This design comes from an exercise in tuning for small area, a short achievable clock period and few clock cycles per item on the open sky130 flow, not from production work. Function was checked by simulation only, so behaviour that the tests miss may differ from the original.

==> run a <==
// dot_product
module dot_product #(
  parameter ADDR_WIDTH = 5,
  parameter WIDTH = 32
) (
  input clk,
  input rst,
  input [ADDR_WIDTH:0] len,
  input [WIDTH-1:0] a_data,
  input a_valid,
  output reg a_ready,
  input [WIDTH-1:0] b_data,
  input b_valid,
  output reg b_ready,
  output [WIDTH-1:0] c_data,
  output reg c_valid,
  input c_ready
);
clock: 10.0 ns
lec_check: 0
cap_margin: 20
core_margin: 2
core_utilization: 40
place_density: 0.6
slew_margin: 20
standard.sh (not shown) runs the stock make flow with config.mk's settings and CLKGATE_MAP_FILE= SYNTH_SCRIPT=/design/flow/synth_recipe.tcl, a recipe that flattens the netlist after the stock synthesis.
==> flow/flow/run.sh <==
#!/bin/bash
# Own layout flow: the standard layout (standard synthesis, floorplan,
# placement, CTS, routing) run through standard.sh, with extra make settings
# read from flow/make_args.txt (one VAR=value per line). They set how hard
# timing repair works (a setup slack margin, so that repair keeps shortening
# the critical paths after the 10 ns clock is met) and which buffer cell
# buffers the ports. The design's clock and I/O constraints are unchanged.
# make's full output goes to flow_make.log here; each ORFS step also keeps
# its own log under orfs/logs/.
set -euo pipefail
cd "$(dirname "$0")/.."
args=()
while IFS= read -r line || [[ -n "$line" ]]; do
  [[ -z "$line" || "$line" == \#* ]] && continue
  args+=("$line")
done < flow/make_args.txt
bash standard.sh "${args[@]}" finish > flow_make.log 2>&1
==> flow/flow/make_args.txt <==
SETUP_SLACK_MARGIN=6.5
BUFFER_PORTS_ARGS=-buffer_cell sky130_fd_sc_hd__buf_2
==> inputs of run b, as changes to run a <==
--- a/flow/design.v
+++ b/flow/design.v
@@ -37,38 +37,35 @@
 );
 reg [WIDTH-1:0] a_r;
 reg a_full, b_full;
 reg [ADDR_WIDTH:0] len_r;
 reg [ADDR_WIDTH:0] n;
 reg m_v, m_first, m_last;
 reg [WIDTH-1:0] acc;
-reg rst_d;
 wire a_en = !a_full || b_full;
 wire b_en = !b_full || a_full;
 wire a_fire = a_valid && a_en;
 wire b_fire = b_valid && b_en;
 wire pair = a_full && b_full;
 wire last = n == len_r - 1'b1;
 wire a_full_nx = a_fire || (a_full && !pair);
 wire b_full_nx = b_fire || (b_full && !pair);
 assign c_data = acc;
-always @(posedge clk) if (a_en || rst) a_r <= (a_valid && !rst) ? a_data : {WIDTH{1'b0}};
+always @(posedge clk) if (a_en) a_r <= a_data;
 reg [15:0] b_one, b_two, b_neg;
 wire [32:0] bx = {b_data, 1'b0};
 wire [15:0] e_one, e_two, e_neg;
 genvar gi;
 generate for (gi = 0; gi < 16; gi = gi + 1) begin : benc
   assign e_one[gi] = bx[2*gi+1] ^ bx[2*gi];
   assign e_two[gi] = (bx[2*gi+2] & ~bx[2*gi+1] & ~bx[2*gi]) | (~bx[2*gi+2] & bx[2*gi+1] & bx[2*gi]);
   assign e_neg[gi] = bx[2*gi+2];
 end endgenerate
-always @(posedge clk) if (b_en || rst) begin
-  b_one <= (b_valid && !rst) ? e_one : 16'd0;
-  b_two <= (b_valid && !rst) ? e_two : 16'd0;
-  b_neg <= e_neg;
+always @(posedge clk) if (b_en) begin
+  b_one <= e_one; b_two <= e_two; b_neg <= e_neg;
 end
 wire pp0_0 = (b_one[0] & a_r[0]) ^ b_neg[0];
 wire pp0_1 = ((b_one[0] & a_r[1]) | (b_two[0] & a_r[0])) ^ b_neg[0];
 wire pp0_2 = ((b_one[0] & a_r[2]) | (b_two[0] & a_r[1])) ^ b_neg[0];
 wire pp0_3 = ((b_one[0] & a_r[3]) | (b_two[0] & a_r[2])) ^ b_neg[0];
 wire pp0_4 = ((b_one[0] & a_r[4]) | (b_two[0] & a_r[3])) ^ b_neg[0];
 wire pp0_5 = ((b_one[0] & a_r[5]) | (b_two[0] & a_r[4])) ^ b_neg[0];
@@ -1553,12 +1550,11 @@
     if (pair) n <= last ? 0 : n + 1'b1;
     m_v <= pair;
     m_first <= pair && n == 0;
     m_last <= pair && last;
     if (c_valid && c_ready) c_valid <= 1'b0;
     else if (m_v && m_last) c_valid <= 1'b1;
   end
-  rst_d <= rst;
-  if (rst || rst_d || (c_valid && c_ready)) acc <= 0;
-  else acc <= acc_nx;
+  if (rst || (c_valid && c_ready)) acc <= 0;
+  else if (m_v) acc <= acc_nx;
 end
 endmodule
==> flow/flow/make_args.txt (replaced) <==
SETUP_SLACK_MARGIN=6.45
BUFFER_PORTS_ARGS=-buffer_cell sky130_fd_sc_hd__buf_2
==> inputs of run c, as changes to run a <==
==> flow/flow/make_args.txt (replaced) <==
SETUP_SLACK_MARGIN=6.6
BUFFER_PORTS_ARGS=-buffer_cell sky130_fd_sc_hd__buf_2
==> flow/config.mk (replaced) <==
export PLATFORM = sky130hd
export DESIGN_NAME = dot_product
export DESIGN_NICKNAME = dot_product
export VERILOG_FILES = /design/flow/design.v
export SDC_FILE = /design/flow/constraint.sdc
export NUM_CORES = 4
export LEC_CHECK = 0
export CAP_MARGIN = 5
export CORE_MARGIN = 2
export CORE_UTILIZATION = 45
export PLACE_DENSITY = 0.55
export SLEW_MARGIN = 5
==> results.txt <==
Run c produced a clean layout. Run b ran to the end with no violations. Run a produced a clean layout.
Of run b and run c, run b has the higher via count (gap about 0.4%, measured against run c).
The highest cell count belongs to run a, the lowest to run c.
The lowest utilization belongs to run b, the highest to run c.
Against run a, the final area of run b is smaller by 0.68%.
Testbench counts of run a, summed over its fixed seeds: cycles 10,109, items 512.
Testbench counts of run b, summed over its fixed seeds: cycles 10,109, items 512.
Testbench counts of run c, summed over its fixed seeds: cycles 10,109, items 512.

separate check: timing with driven ports:
The flow's constraints put no driver on any port. The routed layouts listed below were extracted and timed again, unchanged, in two steps. Step 1: set_driving_cell puts a clkbuf_16 on clk and a buf_2 on each other input, an assumption about the parent block. Step 2 moves the port delays by t, midway between the first and last clock arrival at a register: inputs arrive t later, outputs are due t later. That takes back most of the time a late clock gives input paths. Slacks: ideal ports / drivers / drivers and shift; pairs: ideal ports / drivers.
| run | t (ns) | slack for setup (ns) | hold WS [ns] | latest minus earliest clock arrival (ns) |
|---|---|---|---|---|
| run a | 0.617 | 6.652 / 6.652 / 6.584 | 0.524 / 0.524 / 0.524 | 0.017 / 0.016 |
| run b | 0.620 | 6.569 / 6.569 / 6.268 | 0.478 / 0.478 / 0.478 | 0.020 / 0.020 |
| run c | 0.627 | 6.662 / 6.662 / 6.636 | 0.508 / 0.508 / 0.508 | 0.009 / 0.008 |
After both steps every run listed still meets setup and hold. The setup slack of run b, which loses most, moves by 0.000 ns with the drivers and by -0.301 ns with both steps.
